Source: an optimization exercise on an open RTL-to-GDS flow (aim: small area). Production flows keep margins and buffers that such runs may drop. Function was checked by simulation only, so behaviour that the tests miss may differ from the original. Power is estimated from default activity; no workload was simulated.

==> design.v <==
module Scheduler
#(
	parameter RWIDTH = 15,
	parameter DATAWIDTH = 64,
	parameter ADDRESSWIDTH = 32,
	parameter BuffLength = 8,
	parameter BuffBits = $clog2(BuffLength)
)
(
	input logic [DATAWIDTH-1:0] DataIn,
	input logic [ADDRESSWIDTH-1:0] AddrIn,
	input logic rw_in,reset,clock,
	input logic done,valid,buff,
	input logic [BuffBits-1:0] tagfsm,
	output logic [DATAWIDTH-1:0] DataOut,
	output logic [ADDRESSWIDTH-1:0] AddrOut,
	output logic rw_out, full,refresh,ap,
	output logic start,
	output logic [BuffBits -1:0]tagread, tag,
	output logic PageMiss, PageEmpty,
	output logic [1:0] PageHit
);
localparam EW = 1 + RWIDTH + 2 + 7 + 2 + DATAWIDTH;
logic [BuffLength-1:0][EW-1:0]  Queue;
logic [BuffLength-1:0]          Queue_hit;       
logic [BuffLength-1:0]          Queue_rstcount;
logic [BuffLength-1:0][15:0]    Counters;
logic [BuffLength-1:0]          Freelist;        
logic [BuffLength-1:0]          ScheduledList;   
logic [15:0]             OpenRowValid;
logic [15:0][RWIDTH-1:0] OpenRowAddress;
assign refresh = 1'b0;
assign ap = 1'b0;
assign AddrOut[5:0] = 6'b0;
wire [RWIDTH-1:0] CurRow  = AddrOut[31:17];
wire [3:0]        CurBank = {AddrOut[7:6], AddrOut[16:15]};
function automatic [RWIDTH-1:0] e_row(input [EW-1:0] e);  e_row  = e[EW-2 -: RWIDTH]; endfunction
function automatic [3:0]        e_bank(input [EW-1:0] e); e_bank = {e[DATAWIDTH+1:DATAWIDTH], e[DATAWIDTH+10:DATAWIDTH+9]}; endfunction
function automatic [1:0]        e_bg(input [EW-1:0] e);   e_bg   = e[DATAWIDTH+1:DATAWIDTH]; endfunction
logic [BuffLength-1:0] WriteSel;
assign full = &Freelist;
logic [BuffBits-1:0]   Writeptr;
always_comb begin
	Writeptr = '0;
	for (int i = BuffLength-1; i >= 0; i--)
		if (!Freelist[i])
			Writeptr = i[BuffBits-1:0];
	WriteSel = '0;
	WriteSel[Writeptr] = !full;
end
assign tag = Writeptr;
wire [3:0] InBank = {AddrIn[7:6], AddrIn[16:15]};
logic [RWIDTH-1:0] InOpenRow;
logic InOpen;
always_comb begin
	InOpenRow = '0;
	InOpen = 1'b0;
	for (int b = 0; b < 16; b++) begin
		InOpenRow = InOpenRow | ({RWIDTH{InBank == b}} & OpenRowAddress[b]);
		InOpen = InOpen | (InBank == b && OpenRowValid[b]);
	end
end
wire InHit = InOpen && AddrIn[31:17] == InOpenRow;
always_ff @(posedge clock)
	for (int i = 0; i < BuffLength; i++)
		if (valid && WriteSel[i])
			Queue[i] <= {rw_in, AddrIn[31:17], AddrIn[16:15], AddrIn[14:8], AddrIn[7:6], DataIn};
always_ff @(posedge clock)
	for (int i = 0; i < BuffLength; i++)
		if (valid && WriteSel[i])
			Queue_hit[i] <= InHit;
		else if (start && e_bank(Queue[i]) == CurBank)
			Queue_hit[i] <= e_row(Queue[i]) == CurRow;
always_ff @(posedge clock)
	if (valid) begin
		for (int i = 0; i < BuffLength; i++)
			if (WriteSel[i])
				Queue_rstcount[i] <= 1'b1;
	end
	else
		Queue_rstcount <= '0;
always_ff @(posedge clock)
	for (int i = 0; i < BuffLength; i++)
		if (reset)
			Freelist[i] <= 1'b0;
		else if (buff && tagfsm == i)
			Freelist[i] <= 1'b0;
		else if (start && !rw_out && tagread == i)
			Freelist[i] <= 1'b0;
		else if (valid && WriteSel[i])
			Freelist[i] <= 1'b1;
always_ff @(posedge clock)
	for (int i = 0; i < BuffLength; i++)
		if (reset)
			ScheduledList[i] <= 1'b0;
		else if (buff && tagfsm == i)
			ScheduledList[i] <= 1'b0;
		else if (start && rw_out && tagread == i)
			ScheduledList[i] <= 1'b1;
wire [BuffLength-1:0] Eligible = Freelist & ~ScheduledList;
localparam [15:0] AgePol    = 16'haaaa;
localparam [15:0] AgeThresh = 16'h9ed6 ^ AgePol;
localparam [15:0] AgeLast   = 16'h8000 ^ AgePol;
function automatic [15:0] age_step(input [15:0] c);
	logic [15:0] t;
	t = c ^ AgePol;
	age_step = {t[14:0], t[15] ^ t[13] ^ t[12] ^ t[10] ^ ~|t[14:0]} ^ AgePol;
endfunction
logic [BuffLength-1:0] Clear;    
logic [BuffLength-1:0] Zero;     
logic [BuffLength-1:0] Over;
always_comb
	for (int i = 0; i < BuffLength; i++) begin
		Clear[i] = Queue_rstcount[i] || !Eligible[i];
		Zero[i] = Clear[i] || Counters[i] == AgeLast;
	end
always_ff @(posedge clock)
	for (int i = 0; i < BuffLength; i++) begin
		if (Clear[i])
			Counters[i] <= AgePol;
		else
			Counters[i] <= age_step(Counters[i]);
		Over[i] <= !Zero[i] && (Over[i] || Counters[i] == AgeThresh);
	end
logic [BuffLength-1:0][BuffLength-1:0] Older, Beats;
logic [BuffLength-1:0] MaxSel;       
genvar gi, gj;
generate
	for (gi = 0; gi < BuffLength; gi++) begin : g_row
		for (gj = 0; gj < BuffLength; gj++) begin : g_col
			if (gj < gi) begin : g_lo
				always_ff @(posedge clock)
					Older[gi][gj] <= !Zero[gi] && (Zero[gj] || Older[gi][gj]);
				assign Beats[gi][gj] = !Eligible[gj] || Older[gi][gj];
			end
			else if (gj > gi) begin : g_hi
				assign Older[gi][gj] = 1'b0;
				assign Beats[gi][gj] = !Eligible[gj] || !Older[gj][gi];
			end
			else begin : g_eq
				assign Older[gi][gj] = 1'b0;
				assign Beats[gi][gj] = Eligible[gi];
			end
		end
		assign MaxSel[gi] = &Beats[gi];
	end
endgenerate
logic [BuffLength-1:0] ThresholdCrossed;
always_comb
	for (int i = 0; i < BuffLength; i++)
		ThresholdCrossed[i] = Eligible[i] && Over[i];
wire checkthresh = |ThresholdCrossed;
logic [BuffLength-1:0] OpenPageLong, OpenPageShort;
always_comb
	for (int i = 0; i < BuffLength; i++) begin
		OpenPageLong[i]  = Queue_hit[i] && Eligible[i];
		OpenPageShort[i] = OpenPageLong[i] && e_bg(Queue[i]) != AddrOut[7:6];
	end
logic [BuffLength-1:0] FirstS, FirstL, Sel;
always_comb begin
	FirstS = '0;
	FirstL = '0;
	for (int i = BuffLength-1; i >= 0; i--) begin
		if (OpenPageShort[i]) FirstS = 8'd1 << i;
		if (OpenPageLong[i])  FirstL = 8'd1 << i;
	end
end
always_comb
	if (checkthresh)            Sel = MaxSel;
	else if (|OpenPageShort)    Sel = FirstS;
	else if (|OpenPageLong)     Sel = FirstL;
	else                        Sel = MaxSel;
logic [BuffBits-1:0] NextTr;
logic [EW-1:0] Next;
logic NextHit;
always_comb begin
	NextTr = '0;
	Next = '0;
	NextHit = 1'b0;
	for (int i = 0; i < BuffLength; i++) begin
		NextTr = NextTr | ({BuffBits{Sel[i]}} & i[BuffBits-1:0]);
		Next = Next | ({EW{Sel[i]}} & Queue[i]);
		NextHit = NextHit | (Sel[i] & Queue_hit[i]);
	end
end
logic NextOpen;
always_comb begin
	NextOpen = 1'b0;
	for (int b = 0; b < 16; b++)
		NextOpen = NextOpen | (e_bank(Next) == b && OpenRowValid[b]);
end
wire issue = done && !start && |Eligible;
always_ff @(posedge clock)
	if (reset)
		start <= 1'b0;
	else
		start <= issue;
wire [EW-1:0] OutReg = {rw_out, AddrOut[31:17], AddrOut[16:15], AddrOut[14:8], AddrOut[7:6], DataOut};
logic [EW-1:0] OutNext;
always_comb begin
	OutNext = {EW{!issue}} & OutReg;
	for (int i = 0; i < BuffLength; i++)
		OutNext = OutNext | ({EW{issue && Sel[i]}} & Queue[i]);
end
always_ff @(posedge clock)
	{rw_out, AddrOut[31:17], AddrOut[16:15], AddrOut[14:8], AddrOut[7:6], DataOut} <= OutNext;
always_ff @(posedge clock)
	if (issue) begin
		tagread <= NextTr;
		PageHit <= {NextHit, NextHit && e_bg(Next) == AddrOut[7:6]};
		PageMiss <= !NextHit && NextOpen;
		PageEmpty <= !NextHit && !NextOpen;
	end
always_ff @(posedge clock)
	if (reset)
		OpenRowValid <= '0;
	else
		for (int b = 0; b < 16; b++)
			if (issue && e_bank(Next) == b)
				OpenRowValid[b] <= 1'b1;
always_ff @(posedge clock)
	for (int b = 0; b < 16; b++)
		if (issue && e_bank(Next) == b)
			OpenRowAddress[b] <= e_row(Next);
endmodule
==> flow/run.sh <==
#!/bin/bash
# The standard ORFS layout (standard synthesis unchanged), with two
# changes that only cut buffer area:
#  - each port gets its buffer from the smallest buffer cell (buf_1);
#  - clock tree synthesis uses larger sink clusters and no dummy loads.
# make's full output goes to flow_make.log; ORFS keeps each step's log
# under orfs/logs/.
set -euo pipefail
bash standard.sh \
  "BUFFER_PORTS_ARGS=-buffer_cell sky130_fd_sc_hd__buf_1" \
  "CTS_ARGS=-sink_clustering_enable -repair_clock_nets -dont_use_dummy_load -sink_clustering_size 25 -sink_clustering_max_diameter 60" \
  finish > flow_make.log 2>&1
==> standard.sh <==
#!/bin/bash
# synth_recipe.tcl (not shown) runs the flow's synth.tcl, then flattens the netlist and writes it again
# the make line also repeats each setting of config.mk as NAME=value (left out here)
make -C /OpenROAD-flow-scripts/flow DESIGN_CONFIG=/design/flow/config.mk WORK_HOME=/design/flow/orfs CLKGATE_MAP_FILE= SYNTH_SCRIPT=/design/flow/synth_recipe.tcl "${@:-finish}"
==> config.mk <==
export PLATFORM = sky130hd
export DESIGN_NAME = Scheduler
export DESIGN_NICKNAME = Scheduler
export VERILOG_FILES = /design/flow/design.v
export SDC_FILE = /design/flow/constraint.sdc
export NUM_CORES = 4
export LEC_CHECK = 0
export CAP_MARGIN = 20
export CORE_MARGIN = 2
export CORE_UTILIZATION = 70
export PLACE_DENSITY = 0.8
export SLEW_MARGIN = 20
==> constraint.sdc <==
create_clock -name core_clock -period 12.0 [get_ports {clock}]
set_input_delay 2.4000 -clock core_clock [delete_from_list [all_inputs] [get_ports {clock}]]
set_output_delay 2.4000 -clock core_clock [all_outputs]
set_load 0.01 [all_outputs]
==> impl_metrics.py, run 1 <==
metrics = {
    "placed_design": {
        "portBuffers": 201,
        "dp.cells": 4114,
        "gp_congestion": 0.9225,
        "dpl.hpwl_mm": 69.59,
        "post-place-ws_ns": 5.358,
    },
    "clock_network": {
        "cts-root-buf": "clkbuf_16",
        "postCtsSetupBuffers": 0,
        "cts_made_buffers": 68,
        "clockBufferDepth": 3,
        "cts_resized": 0,
        "clk_latency_ns": 0.64,
        "holdBufCountCts": 0,
        "clkSinkCount": 1279,
        "cts_tree": "yes",
        "path_clk_slew_ns": 0.09,
        "htree_levels": 3,
    },
    "setup_path": {
        "cp_num_buf_inv": 1,
        "critPathMaxStageDelay_ns": 1.02,
        "cpLargestDelayFamily": "simple AND/OR/NAND/NOR gates",
        "crit_path_start_kind": "input pin",
        "cp.arrival_ns": 6.61,
        "worstPathRequired_ns": 12.42,
        "critPathMostFrequentCell": "nand4_1",
        "crit_type": "in2reg",
        "end_kind": "flop",
        "regToRegStartpoint": "AddrOut[6]",
        "startpoint": "AddrIn[15]",
        "path_max_fanout": 16,
        "slowest_stage": "nor2_2",
        "crit_chain": "buf_1, nand2_1, nor2_2, a22o_1, a221oi_1, nand4_1, xnor2_1, nand4_1, or4_1, o21ai_0",
    },
    "synth": {
        "synth-seq-area-share": 0.7493,
        "synth-edff-count": 983,
        "synth_top_family_by_area": "compound AO/OA/AOI/OAI gates",
        "yosysTopAreaCellShare": 0.6240,
        "yosysUniqueCellTypes": 70,
        "synth_xor_area_frac": 0.03610,
        "synth.top_cells.by_count": "983 x edfxtp_1, 296 x dfxtp_1, 217 x nand2_1",
        "synth_compound_gate_area_share": 0.1103,
        "synthArstFlopShare": 0,
        "synthMuxAreaShare": 0.002486,
        "syn_area_per_cell_um2": 14.98,
        "yosysWarningCount": 29,
        "synth_fa_ha_area_frac": 0.0002645,
        "ys_seq_elements": 1279,
        "yosys.area.top_type": "edfxtp_1",
        "yosys.area_share.simple": 0.08464,
        "synth_area_um2": 47310,
        "synth_area_leaders": "edfxtp_1 62%, dfxtp_1 13%, xnor2_1 2.5%",
        "post-synth-top-count-cell": "edfxtp_1",
        "synthCells": 3158,
        "ys.flop_type": "edfxtp_1",
    },
    "min_path": {
        "hold_path_class": "reg2reg",
        "hold_start": "Counters[64]",
    },
    "timing": {
        "min_period_over_period": 0.5160,
        "timing.final.ws_setup_ns": 5.808,
        "fmax_ghz": 0.1615,
        "rsz0062_at_grt": "false",
        "clock_skew_ns": 0.06650,
        "fin_crit_ns": 6.192,
        "maxSlewHeadroom": 0.2085,
        "worst_hold_slack_ns": 0.3525,
        "max_slew.worst_pin.slew_ns": 1.186,
        "setup_viol": 0,
        "slew_violations": 0,
        "setup-tns-final_ns": 0,
        "hold_viol": 0,
    },
    "detailed_routing": {
        "drtIter0Drc": 4184,
        "drcViolationCount": 0,
        "avgRoutedWirePerCell_um": 28.53,
        "ant_nets": 0,
        "first_pass_iters": 8,
        "via_per_inst": 7.053,
        "vias": 29540,
        "routed_wirelength_mm": 119.5,
    },
    "global_route": {
        "grt_max_degree": 73,
        "gr-total-overflow": 0,
        "grt_pass1_wl_mm": 177.8,
        "grt_pass1_vias": 29560,
        "gr-usage-all-layers": 0.3406,
        "antenna_found_initial": 10,
    },
    "pwr": {
        "peakVddDrop_mv": 0.1635,
        "cellPowerDensity_nw_per_um2": 174.6,
        "p_leak_uw": 0.01619,
        "p_total_uw": 8875,
    },
    "floorplan": {
        "dieArea_um2": 69670,
        "fp.coreArea_um2": 67040,
        "core.rowCount": 95,
        "die_x_um": 264.0,
        "pin_count": 216,
        "die_h_um": 264.0,
        "start_util": 0.7056,
    },
    "final_layout": {
        "syn_to_final_growth_pct": 7.461,
        "nFillCells": 3957,
        "final_cells": 4189,
        "nets": 3419,
        "drive_above_1_share": 0.05738,
    },
    "flow_run": {
        "maxCapViolCount": 0,
    },
    "outcome": {
        "status": "timing/DRC/antenna clean",
    },
}
==> cell usage in the layout, fill, tap and decap left out, drive strengths merged, types with 9 or more instances in the layout <==
cell      n
and3     10
buf     252
inv      23
nand4b   11
clkbuf   68
edfxtp  983
dfxtp   296
xor2     58
nand3   129
nand4    76
o21a     15
a22oi   148
a221o    21
nor3     45
nor2b    22
a222oi   81
a21oi    37
o21ai    77
nor4     28
nand2b   24
and2      9
xnor2   137
a221oi  114
nand3b   11
or4      10
o221a     9
a22o     95
a21o      9
nand2   217
nor2    198
==> final cells by class <==
class	count	area, um^2	area share
antenna	5	12.51	0.0002461
clock buffer	68	1702	0.03347
inverter	23	103.9	0.002043
multi-input combinational	1689	11330	0.2228
sequential	1279	35440	0.6972
tap	873	1092	0.02149
timing repair buffer	252	1152	0.02267
==> through the flow <==
stage,instance area (um^2),util
after detailed placement,49080,0.7321
after CTS,50780,0.7575
after global placement,49080,0.7321
final,50840,0.7583
after floorplan,47330,-
after global routing,50830,0.7582
==> report_power, final <==
group	leakage (uW)	switching, uW	internal, uW	total (uW)
clock	0.000838	1270	1010	2280
combinational	0.00401	822	423	1250
sequential	0.0113	264	5080	5350
==> final timing paths <==
check                       to  slack (ns)  depth (start not counted)
hold reg to reg   Counters[65]        0.35                          1
setup reg to reg   AddrOut[27]        6.09                         10
hold / removal    Counters[65]        0.35                          1
setup / recovery  Queue_hit[6]        5.81                         10
==> worst register-to-register path, cell delays in order, from the launching register on <==
cell and delay [ns]:
dfxtp_1 0.81, xnor2_1 0.22, a21oi_1 0.17, nor4_1 0.90, a21oi_1 0.14, o221ai_1 0.71
nand2_4 0.62, buf_4 0.60, a222oi_1 0.48, nand4_1 0.63, mux2_2 0.53
==> routing by layer <==
layer | GRT usage | vias up | part of all wire | wire (um)
li1 | - | 12660 | - | -
met1 | 0.4593 | 14640 | 0.37 | 44040
met2 | 0.5597 | 1916 | 0.49 | 58000
met3 | 0.06171 | 319 | 0.11 | 12880
met4 | 0.1334 | 12 | 0.038 | 4493
met5 | 0 | - | 0.00075 | 90
==> sequential cells by signal (all words and copies together) (netlist names), 3 cells and up <==
| signal | count |
|---|---|
| Over | 8 |
| Queue_rstcount | 8 |
| Freelist | 8 |
| tagread | 3 |
| OpenRowAddress | 240 |
| OpenRowValid | 16 |
| Queue | 728 |
| Counters | 128 |
| DataOut | 64 |
| ScheduledList | 8 |
| AddrOut | 26 |
| Queue_hit | 8 |
| Older | 28 |
==> cell families (layout without fill, tap and decap cells) <==
group	count (synthesis)	after routing
AOI/OAI and AO/OA	654	654
xor gates and xnor gates	195	195
adders and majority gates	1	1
buffers and inverters	197	343
DFF	1279	1279
muxes	11	11
other	1	13
and+or+nand+nor	820	820
==> run 2: changes to the inputs <==
--- a/design.v
+++ b/design.v
@@ -26,7 +26,7 @@
 logic [BuffLength-1:0]          Queue_rstcount;
 logic [BuffLength-1:0][15:0]    Counters;
 logic [BuffLength-1:0]          Freelist;        
-logic [BuffLength-1:0]          ScheduledList;   
+logic [BuffLength-1:0]          Eligible;        
 logic [15:0]             OpenRowValid;
 logic [15:0][RWIDTH-1:0] OpenRowAddress;
 assign refresh = 1'b0;
@@ -92,12 +92,13 @@
 always_ff @(posedge clock)
 	for (int i = 0; i < BuffLength; i++)
 		if (reset)
-			ScheduledList[i] <= 1'b0;
+			Eligible[i] <= 1'b0;
 		else if (buff && tagfsm == i)
-			ScheduledList[i] <= 1'b0;
-		else if (start && rw_out && tagread == i)
-			ScheduledList[i] <= 1'b1;
-wire [BuffLength-1:0] Eligible = Freelist & ~ScheduledList;
+			Eligible[i] <= 1'b0;
+		else if (start && tagread == i)
+			Eligible[i] <= 1'b0;
+		else if (valid && WriteSel[i])
+			Eligible[i] <= 1'b1;
 localparam [15:0] AgePol    = 16'haaaa;
 localparam [15:0] AgeThresh = 16'h9ed6 ^ AgePol;
 localparam [15:0] AgeLast   = 16'h8000 ^ AgePol;
==> run 2 against run 1 <==
Effect of this change: fmax up 2.0%; largest cell class unchanged; clock skew up 0.0048 ns; critical path depth is the same; design area fell by 0.61%; sequential power is 0.7% lower; die area decreased by 0.51%; utilization down 0.33 points.
==> impl_metrics.py, run 2 <==
metrics = {
    "detailed_routing": {
        "via_per_inst": 7.190,
        "routed_wirelength_mm": 117.7,
        "vias": 29140,
        "first_pass_iters": 11,
        "ant_nets": 0,
        "drtIter0Drc": 4916,
        "avgRoutedWirePerCell_um": 29.03,
        "drcViolationCount": 0,
    },
    "placed_design": {
        "gp_congestion": 0.9231,
        "portBuffers": 201,
        "dpl.hpwl_mm": 68.26,
    },
    "final_layout": {
        "nets": 3278,
        "fin_util": 0.7550,
        "nFillCells": 3928,
        "drive_above_1_share": 0.06688,
        "mostFrequentLayoutCells": "983 x edfxtp_1, 296 x dfxtp_1, 229 x nor2_1",
        "largest_reg_flops": 728,
        "largestRegisters": "Queue (728), OpenRowAddress (240), Counters (128)",
        "final_common_cell": "edfxtp_1",
        "regMostFlops": "Queue",
        "syn_to_final_growth_pct": 7.362,
    },
    "synth": {
        "synth-seq-area-share": 0.7531,
        "yosysTopAreaCellShare": 0.6272,
        "synth_area_leaders": "edfxtp_1 63%, dfxtp_1 13%, a222oi_1 3.8%",
        "ys.flop_type": "edfxtp_1",
        "synth_compound_gate_area_share": 0.1191,
        "syn_area_per_cell_um2": 15.59,
        "synth_area_um2": 47060,
        "ys_seq_elements": 1279,
        "yosysWarningCount": 29,
        "synth_top_family_by_area": "compound AO/OA/AOI/OAI gates",
        "post-synth-top-count-cell": "edfxtp_1",
        "synthArstFlopShare": 0,
        "synth_xor_area_frac": 0.03698,
        "synth-edff-count": 983,
        "synth_fa_ha_area_frac": 0.0002659,
        "synth.top_cells.by_count": "983 x edfxtp_1, 296 x dfxtp_1, 243 x nor2_1",
        "yosys.area.top_type": "edfxtp_1",
        "synthCells": 3018,
        "yosys.area_share.simple": 0.06686,
        "synthMuxAreaShare": 0.005743,
        "yosysUniqueCellTypes": 76,
    },
    "setup_path": {
        "crit_chain": "buf_1, nand2_1, nor2_2, a22o_1, a221oi_1, nand4_1, xnor2_1, nand4_1, or4_1, o21ai_0",
        "reg2reg_to": "OpenRowAddress[125]",
        "worstPathRequired_ns": 12.44,
        "end_kind": "flop",
        "slowest_stage": "nor2_2",
        "rr_worst_depth": 10,
        "reg2reg_slack_ns": 6.29,
        "cp.arrival_ns": 6.51,
        "crit_type": "in2reg",
        "regToRegStartpoint": "Eligible[4]",
        "path_max_fanout": 16,
        "critPathMaxStageDelay_ns": 0.98,
        "crit_path_start_kind": "input pin",
        "critPathMostFrequentCell": "nand4_1",
    },
    "outcome": {
        "status": "timing/DRC/antenna clean",
    },
    "global_route": {
        "antenna_found_initial": 11,
        "met3_usage": 0.06585,
        "grt_max_degree": 93,
        "grt-busiest-layer": "met2",
        "use_met1": 0.4603,
        "met2_usage": 0.5336,
        "gr-usage-all-layers": 0.3362,
        "gr-total-overflow": 0,
        "grt_pass1_wl_mm": 175.0,
        "grt_pass1_vias": 29010,
    },
    "floorplan": {
        "fp.coreArea_um2": 66920,
        "pin_count": 216,
        "start_util": 0.7033,
        "die_x_um": 263.3,
        "dieArea_um2": 69320,
        "core.rowCount": 95,
        "die_h_um": 263.3,
    },
    "min_path": {
        "hold_start": "Counters[24]",
        "hold_path_class": "reg2reg",
        "hold_end": "Counters[25]",
        "hold_depth": 1,
    },
    "timing": {
        "rsz0062_at_grt": "false",
        "min_period_over_period": 0.5056,
        "slew_violations": 0,
        "setup-tns-final_ns": 0,
        "maxSlewHeadroom": 0.2218,
        "clock_skew_ns": 0.07132,
        "max_slew.worst_pin.slew_ns": 1.167,
        "fin_crit_ns": 6.067,
        "hold_viol": 0,
        "setup_viol": 0,
        "fmax_ghz": 0.1648,
        "worst_hold_slack_ns": 0.3646,
    },
    "clock_network": {
        "cts_resized": 0,
        "clk_latency_ns": 0.64,
        "clkSinkCount": 1279,
        "cts_tree": "yes",
        "cts-root-buf": "clkbuf_16",
        "htree_levels": 3,
        "cts_made_buffers": 67,
        "holdBufCountCts": 0,
        "clockBufferDepth": 3,
        "path_clk_slew_ns": 0.09,
        "postCtsSetupBuffers": 0,
    },
    "pwr": {
        "p_leak_uw": 0.01612,
        "peakVddDrop_mv": 0.1419,
        "cellPowerDensity_nw_per_um2": 175.6,
        "p_total_uw": 8872,
    },
    "flow_run": {
        "maxCapViolCount": 0,
    },
}
## run 2: cell families (layout without fill, tap and decap cells)
family / after synthesis / after routing
buffers and inverters: 201 / 346
DFF: 1279 / 1279
xor gates and xnor gates: 197 / 197
and+or+nand+nor: 658 / 658
other: 1 / 18
adders and majority gates: 1 / 1
AOI/OAI and AO/OA: 656 / 656
muxes: 25 / 25
## run 2: per-layer routing
metal	part of all wire	up-vias
li1	-	12350
met1	0.37	14370
met2	0.47	2089
met3	0.12	319
met4	0.041	4
met5	0.00020	-
## run 2: how the worst max path moves through the flow
stage,startpoint,end,slack (ns),depth (start not counted)
floorplan,valid,Queue_hit[0],1.60,3
global placement,AddrIn[16],Queue_hit[5],5.56,10
detailed placement,AddrIn[16],Queue_hit[5],5.43,10
CTS,AddrIn[16],Queue_hit[5],6.03,10
global route,AddrIn[15],Queue_hit[5],5.80,10
finish,AddrIn[15],Queue_hit[5],5.93,10
## run 2: cell type report
class / instances / area, um^2 / share of cell area
clock buffer: 67 / 1677 / 0.03318
inverter: 23 / 96.34 / 0.001907
antenna: 10 / 25.02 / 0.0004953
sequential: 1279 / 35440 / 0.7015
timing repair buffer: 256 / 1171 / 0.02318
multi-input combinational: 1545 / 11020 / 0.2181
tap: 873 / 1092 / 0.02162
## run 2: power by group
part / leakage, uW / switching, uW / internal (uW)
clock: 0.000826 / 1270 / 1000
sequential: 0.0114 / 249 / 5060
combinational: 0.00393 / 817 / 477
total: 0.0161 / 2340 / 6530
## run 2: worst max-delay path, delay by kind of cell
family / cells / cell delay [ns]
xor+xnor: 1 / 0.20
simple gates: 5 / 2.49
compound gates: 3 / 0.62
buf+inv: 1 / 0.79
## run 2: metrics by stage
step | cell area, um^2 | instances | worst slack [ns]
after CTS | 50480 | 4042 | 6.025
after floorplan | 47100 | 3025 | 1.602
after detailed placement | 48800 | 3975 | 5.435
final | 50530 | 4053 | 5.933
after global placement | 48800 | 3975 | 5.565
after global routing | 50520 | 4052 | 5.804
==> run 3: changes to the inputs <==
--- a/config.mk
+++ b/config.mk
@@ -7,6 +7,6 @@
 export LEC_CHECK = 0
 export CAP_MARGIN = 20
 export CORE_MARGIN = 2
-export CORE_UTILIZATION = 70
-export PLACE_DENSITY = 0.8
+export CORE_UTILIZATION = 80
+export PLACE_DENSITY = 0.88
 export SLEW_MARGIN = 20
==> run 3 against run 2 <==
Effect of this change: still clean on timing, DRC and antenna; non-clock buffer count rose by 2; cell count fell by 2.9%; clock power fell by 4%; hold slack improved by 0.019 ns; critical path depth rose by 1; sequential share of layout area rose by 0.49 points; die area fell by 12%; combinational power rose by 5%; critical path type is now reg2reg.
==> impl_metrics.py, run 3 <==
metrics = {
    "setup_path": {
        "crit_path_start_kind": "flop",
        "critPathMaxStageDelay_ns": 0.91,
        "rr_worst_depth": 11,
        "reg2reg_slack_ns": 5.68,
        "slowest_stage": "buf_4",
        "regToRegStartpoint": "AddrOut[7]",
        "path_max_fanout": 69,
        "cp.arrival_ns": 6.66,
        "crit_type": "reg2reg",
        "critPathMostFrequentCell": "buf_4",
        "reg2reg_to": "OpenRowAddress[16]",
        "end_kind": "flop",
        "worstPathRequired_ns": 12.34,
        "crit_chain": "xor2_1, o21ba_1, nor4_2, a21oi_1, nor2_4, buf_4, a222oi_1, nand4_1, nand3_1, nor2_1, buf_4",
        "cpLargestDelayFamily": "simple AND/OR/NAND/NOR gates",
        "cp_num_buf_inv": 2,
    },
    "final_layout": {
        "seqCellArea_um2": 35440,
        "syn_to_final_growth_pct": 6.623,
        "fin_util": 0.8664,
        "mostFrequentLayoutCells": "983 x edfxtp_1, 296 x dfxtp_1, 230 x nor2_1",
        "nets": 3273,
        "largestRegisters": "Queue (728), OpenRowAddress (240), Counters (128)",
        "drive_above_1_share": 0.06509,
        "largest_reg_flops": 728,
        "nFillCells": 2453,
        "multi_input_area_um2": 10970,
        "regMostFlops": "Queue",
        "final_common_cell": "edfxtp_1",
    },
    "synth": {
        "synth_xor_area_frac": 0.03698,
        "ys_seq_elements": 1279,
        "synth_area_leaders": "edfxtp_1 63%, dfxtp_1 13%, a222oi_1 3.8%",
        "syn_area_per_cell_um2": 15.59,
        "yosysWarningCount": 29,
        "synth-edff-count": 983,
        "synth_fa_ha_area_frac": 0.0002659,
        "yosys.area.top_type": "edfxtp_1",
        "synth_compound_gate_area_share": 0.1191,
        "synth-seq-area-share": 0.7531,
        "post-synth-top-count-cell": "edfxtp_1",
        "synth_top_family_by_area": "compound AO/OA/AOI/OAI gates",
        "synth.top_cells.by_count": "983 x edfxtp_1, 296 x dfxtp_1, 243 x nor2_1",
        "ys.flop_type": "edfxtp_1",
        "synth_area_um2": 47060,
        "synthMuxAreaShare": 0.005743,
        "synthCells": 3018,
        "yosysTopAreaCellShare": 0.6272,
        "yosys.area_share.simple": 0.06686,
        "yosysUniqueCellTypes": 76,
        "synthArstFlopShare": 0,
    },
    "pwr": {
        "seqPwrFrac": 0.603,
        "intPower_uw": 6426,
        "p_sw_frac": 0.2750,
        "pwr-share-comb": 0.152,
        "peakVddDrop_mv": 0.1823,
        "p_switching_uw": 2437,
        "pwr-share-clk": 0.245,
        "cellPowerDensity_nw_per_um2": 176.6,
        "p_leak_uw": 0.01603,
    },
    "global_route": {
        "grt_pass1_wl_mm": 191.2,
        "grt_pass1_vias": 30730,
        "antenna_found_initial": 5,
        "gr-usage-all-layers": 0.4293,
        "gr-total-overflow": 0,
        "grt_max_degree": 180,
    },
    "clock_network": {
        "path_clk_slew_ns": 0.08,
        "postCtsSetupBuffers": 0,
        "cts-root-buf": "clkbuf_16",
        "cts_resized": 0,
        "cts_made_buffers": 60,
        "clkSinkCount": 1279,
        "cts_tree": "yes",
        "htree_levels": 2,
        "clk_latency_ns": 0.66,
        "holdBufCountCts": 0,
        "clockBufferDepth": 3,
    },
    "min_path": {
        "hold_start": "Counters[40]",
        "hold_path_class": "reg2reg",
        "hold_depth": 1,
        "hold_end": "Counters[41]",
    },
    "timing": {
        "setup_viol": 0,
        "maxSlewHeadroom": 0.2114,
        "fmax_ghz": 0.1582,
        "clock_skew_ns": 0.05268,
        "slew_violations": 0,
        "setup-tns-final_ns": 0,
        "fin_crit_ns": 6.321,
        "max_slew.worst_pin.slew_ns": 1.183,
        "min_period_over_period": 0.5267,
        "rsz0062_at_grt": "false",
        "hold_viol": 0,
    },
    "floorplan": {
        "dieArea_um2": 60780,
        "die_x_um": 246.5,
        "fp.coreArea_um2": 57920,
        "core.rowCount": 88,
        "pin_count": 216,
        "die_h_um": 246.5,
        "start_util": 0.8126,
    },
    "detailed_routing": {
        "drtIter0Drc": 5997,
        "routed_wirelength_mm": 130.3,
        "ant_nets": 0,
        "first_pass_iters": 12,
        "avgRoutedWirePerCell_um": 33.09,
        "vias": 30890,
        "drcViolationCount": 0,
        "via_per_inst": 7.847,
    },
    "outcome": {
        "status": "timing/DRC/antenna clean",
    },
    "placed_design": {
        "portBuffers": 201,
        "dpl.hpwl_mm": 73.12,
        "gp_congestion": 0.9444,
    },
    "flow_run": {
        "maxCapViolCount": 0,
    },
}
[run 3: how the worst max path moves through the flow]
| stage | startpoint | to | cells after the start |
|---|---|---|---|
| final | AddrOut[7] | OpenRowAddress[16] | 11 |
| after global routing | AddrOut[7] | OpenRowAddress[16] | 11 |
| after CTS | AddrOut[7] | OpenRowAddress[16] | 11 |
| after detailed placement | AddrIn[16] | Queue_hit[3] | 9 |
| after global placement | AddrIn[16] | Queue_hit[7] | 11 |
| after floorplan | valid | Queue_hit[0] | 3 |
[run 3: per-layer routing]
layer  track usage  wire length (um)  share of wire
met3       0.09989             18970           0.15
met5             0                11       0.000084
met1        0.5610             41590           0.32
met2        0.6860             62200           0.48
met4        0.2185              7498          0.058
[run 3: logic make-up (layout without fill, tap and decap cells)]
kind of cell             Yosys count  in the layout
AO/OA/AOI/OAI                    656            656
XOR/XNOR                         197            197
adder cells (fa/ha/maj)            1              1
buffers and inverters            201            341
flip-flops                      1279           1279
multiplexers                      25             25
other                              1             15
AND/OR/NAND/NOR                  658            658
[run 3: layout make-up]
class	instances	area share
antenna	7	0.0003491
multi-input combinational	1545	0.2186
inverter	23	0.001920
sequential	1279	0.7063
clock buffer	60	0.02992
timing repair buffer	258	0.02381
tap	765	0.01907
[run 3: power groups by stage]
stage	logic [uW]	clock network, uW	registers [uW]
after detailed placement	1260	0	5410
after global placement	1200	0	5380
after CTS	1310	2140	5330
final	1350	2170	5340
after global routing	1410	2260	5360
after floorplan	808	0	5340
[run 3: through the flow]
| step | power [uW] | hold WS (ns) | instance area (um^2) | instances | setup WS, ns |
|---|---|---|---|---|---|
| floorplan | 6149 | 0.3527 | 47100 | 3025 | 1.602 |
| global placement | 6583 | 0.3586 | 48660 | 3870 | 5.920 |
| detailed placement | 6674 | 0.3647 | 48660 | 3870 | 5.653 |
| CTS | 8777 | 0.3858 | 50160 | 3930 | 5.909 |
| global route | 9027 | 0.3970 | 50170 | 3934 | 5.521 |
| finish | 8864 | 0.3831 | 50180 | 3937 | 5.679 |
==> run 4: changes to the inputs <==
==> flow/run.sh (replaced) <==
#!/bin/bash
# The standard ORFS layout (standard synthesis unchanged), with two
# changes that only cut buffer area:
#  - each port gets its buffer from the smallest buffer cell (buf_1);
#  - clock tree synthesis uses larger sink clusters and no dummy loads;
#  - after global routing, gates off the critical paths are downsized
#    (ORFS's own power-recovery step, RECOVER_POWER).
# make's full output goes to flow_make.log; ORFS keeps each step's log
# under orfs/logs/.
set -euo pipefail
bash standard.sh \
  "BUFFER_PORTS_ARGS=-buffer_cell sky130_fd_sc_hd__buf_1" \
  "CTS_ARGS=-sink_clustering_enable -repair_clock_nets -dont_use_dummy_load -sink_clustering_size 25 -sink_clustering_max_diameter 60" \
  RECOVER_POWER=100 \
  finish > flow_make.log 2>&1
==> run 4 against run 3 <==
Effect of this change: sequential share of layout area increased by 0.24 points; critical endpoint unchanged; highest routed layer unchanged; the layout now fails its checks (capacitance limit, slew limit); first-iteration DRC count increased by 3.6%; critical path type unchanged; global-route usage unchanged.
==> impl_metrics.py, run 4 <==
metrics = {
    "final_layout": {
        "largest_reg_flops": 728,
        "regMostFlops": "Queue",
        "drive_above_1_share": 0.05561,
        "fin_area_um2": 50010,
        "syn_to_final_growth_pct": 6.258,
        "nets": 3273,
        "largestRegisters": "Queue (728), OpenRowAddress (240), Counters (128)",
        "final_common_cell": "edfxtp_1",
        "mostFrequentLayoutCells": "983 x edfxtp_1, 296 x dfxtp_1, 233 x nor2_1",
    },
    "placed_design": {
        "post-place-ws_ns": 5.653,
        "gp_congestion": 0.9444,
        "postPlaceCellArea_um2": 48660,
        "dpl.hpwl_mm": 73.12,
        "portBuffers": 201,
    },
    "outcome": {
        "status": "complete, but fails checks",
        "violations": "capacitance limit, slew limit",
    },
    "global_route": {
        "grt_pass1_vias": 30730,
        "grt_pass1_wl_mm": 191.2,
        "gr-total-overflow": 0,
        "grt_max_degree": 180,
        "gr-usage-all-layers": 0.4293,
        "antenna_found_initial": 5,
    },
    "floorplan": {
        "dieArea_um2": 60780,
        "fp.coreArea_um2": 57920,
        "die_x_um": 246.5,
        "core.rowCount": 88,
        "pin_count": 216,
        "start_util": 0.8126,
        "die_h_um": 246.5,
    },
    "timing": {
        "fmax_ghz": 0.1114,
        "max_slew.worst_pin.slew_ns": 4.818,
        "slew_violations": 827,
        "timing.final.ws_setup_ns": 3.022,
        "clock_skew_ns": 0.05469,
        "maxSlewHeadroom": -2.212,
        "rsz0062_at_grt": "false",
        "min_period_over_period": 0.7481,
        "setup-tns-final_ns": 0,
        "hold_viol": 0,
        "setup_viol": 0,
        "fin_crit_ns": 8.978,
    },
    "detailed_routing": {
        "first_pass_iters": 11,
        "via_per_inst": 7.802,
        "drcViolationCount": 0,
        "routed_wirelength_mm": 130.2,
        "vias": 30730,
        "avgRoutedWirePerCell_um": 33.06,
        "ant_nets": 0,
        "drtIter0Drc": 6210,
    },
    "synth": {
        "ys.flop_type": "edfxtp_1",
        "synth-edff-count": 983,
        "syn_area_per_cell_um2": 15.59,
        "ys_seq_elements": 1279,
        "synth-seq-area-share": 0.7531,
        "synthCells": 3018,
        "synth_area_um2": 47060,
        "yosysUniqueCellTypes": 76,
        "synth.top_cells.by_count": "983 x edfxtp_1, 296 x dfxtp_1, 243 x nor2_1",
        "yosysTopAreaCellShare": 0.6272,
        "synthArstFlopShare": 0,
        "synth_area_leaders": "edfxtp_1 63%, dfxtp_1 13%, a222oi_1 3.8%",
        "post-synth-top-count-cell": "edfxtp_1",
        "yosysWarningCount": 29,
        "yosys.area.top_type": "edfxtp_1",
    },
    "clock_network": {
        "cts-root-buf": "clkbuf_16",
        "cts_tree": "yes",
        "cts_made_buffers": 60,
        "clk_latency_ns": 0.66,
        "clockBufferDepth": 3,
        "cts_resized": 0,
        "holdBufCountCts": 0,
        "path_clk_slew_ns": 0.08,
        "clkSinkCount": 1279,
        "postCtsSetupBuffers": 0,
        "htree_levels": 2,
    },
    "setup_path": {
        "path_max_fanout": 56,
        "cp.arrival_ns": 9.32,
        "end_kind": "flop",
        "worstPathRequired_ns": 12.34,
        "crit_path_start_kind": "flop",
        "crit_type": "reg2reg",
    },
    "pwr": {
        "pwr-share-comb": 0.151,
        "pwr-share-clk": 0.245,
        "p_switching_uw": 2427,
        "intPower_uw": 6431,
        "p_leak_uw": 0.01590,
        "p_sw_frac": 0.2740,
        "seqPwrFrac": 0.604,
        "peakVddDrop_mv": 0.1815,
        "cellPowerDensity_nw_per_um2": 177.1,
        "p_total_uw": 8859,
    },
    "flow_run": {
        "maxCapViolCount": 21,
    },
    "min_path": {
        "hold_path_class": "reg2reg",
    },
}
run 4: worst max-delay path, cell delays in order, from the launching register on:
cell and delay [ns]:
dfxtp_1 0.82, xnor2_1 0.23, a21oi_1 0.16, nor4_1 1.33, nand2_2 0.30, o31ai_1 0.35
buf_4 0.51, clkbuf_1 2.55, nand2_1 0.18, nand4_1 0.59, nand3_1 0.32, nor2_1 0.83
buf_4 0.38
run 4: logic make-up after synthesis:
logic type      Yosys count  synth area share
buf+inv                 201           0.01781
flops                  1279            0.7531
other cells               1        0.00007968
compound gates          656            0.1191
fa+ha+maj                 1         0.0002658
simple gates            658           0.06686
mux                      25          0.005743
xor+xnor                197           0.03698
run 4: final cells by class:
| type | count | area [um^2] |
|---|---|---|
| Antenna cell | 9 | 22.52 |
| Sequential cell | 1279 | 35440 |
| Clock buffer | 60 | 1501 |
| Timing Repair Buffer | 258 | 1127 |
| Fill cell | 2499 | 7908 |
| Multi-Input combinational cell | 1545 | 10860 |
| Tap cell | 765 | 957.2 |
| Inverter | 23 | 91.34 |
run 4: worst paths after layout:
check,startpoint,to,slack [ns],cells past startpoint
hold reg to reg,Counters[40],Counters[41],0.38,1
setup / recovery,AddrOut[7],OpenRowAddress[16],3.02,12
hold / removal,Counters[40],Counters[41],0.38,1
setup reg to reg,AddrOut[7],OpenRowAddress[16],3.02,12
run 4: metrics by stage:
| stage | hold WS, ns | util | cells |
|---|---|---|---|
| after global placement | 0.3586 | 0.8402 | 3870 |
| after global routing | 0.3970 | 0.8632 | 3934 |
| after detailed placement | 0.3647 | 0.8402 | 3870 |
| after CTS | 0.3858 | 0.8661 | 3930 |
| after floorplan | 0.3527 | - | 3025 |
| final | 0.3831 | 0.8635 | 3939 |
run 4: layer usage:
metal  vias to the layer above  part of all wire  track usage
li1                      12360                 -            -
met1                     14630              0.32       0.5610
met2                      3148              0.48       0.6860
met3                       596              0.15      0.09989
met4                         2             0.056       0.2185
met5                         -          0.000084            0
run 4: power groups by stage:
stage | combinational (uW) | clock [uW] | sequential (uW)
floorplan | 808 | 0 | 5340
global placement | 1200 | 0 | 5380
detailed placement | 1260 | 0 | 5410
CTS | 1310 | 2140 | 5330
global route | 1400 | 2260 | 5370
finish | 1340 | 2170 | 5350

separate check: timing with driven ports:
The flow's constraints put no driver on any port. The routed layouts listed below were extracted and timed again, unchanged, in two steps. Step 1, drivers: a clkbuf_16 drives clock and a buf_2 each remaining input, both assumed. Step 2 moves the port delays by t, midway between the first and last clock arrival at a register: inputs arrive t later, outputs are due t later. That takes back most of the time a late clock gives input paths. Three values: ideal ports, drivers, drivers and shift; two values: the first two.
run	t (ns)	setup slack, ns	worst setup path after step 2	pins driven straight from the clock port
run 1	0.673	5.808 / 5.840 / 5.167	input to register	1
run 2	0.667	5.933 / 5.957 / 5.290	input to register	1
run 3	0.710	5.679 / 5.679 / 5.418	input to register	1
run 4	0.708	3.022 / 3.022 / 2.446	input to register	1
For run 2, which loses most, drivers alone change the setup slack by +0.024 ns; drivers and shift together by -0.643 ns.
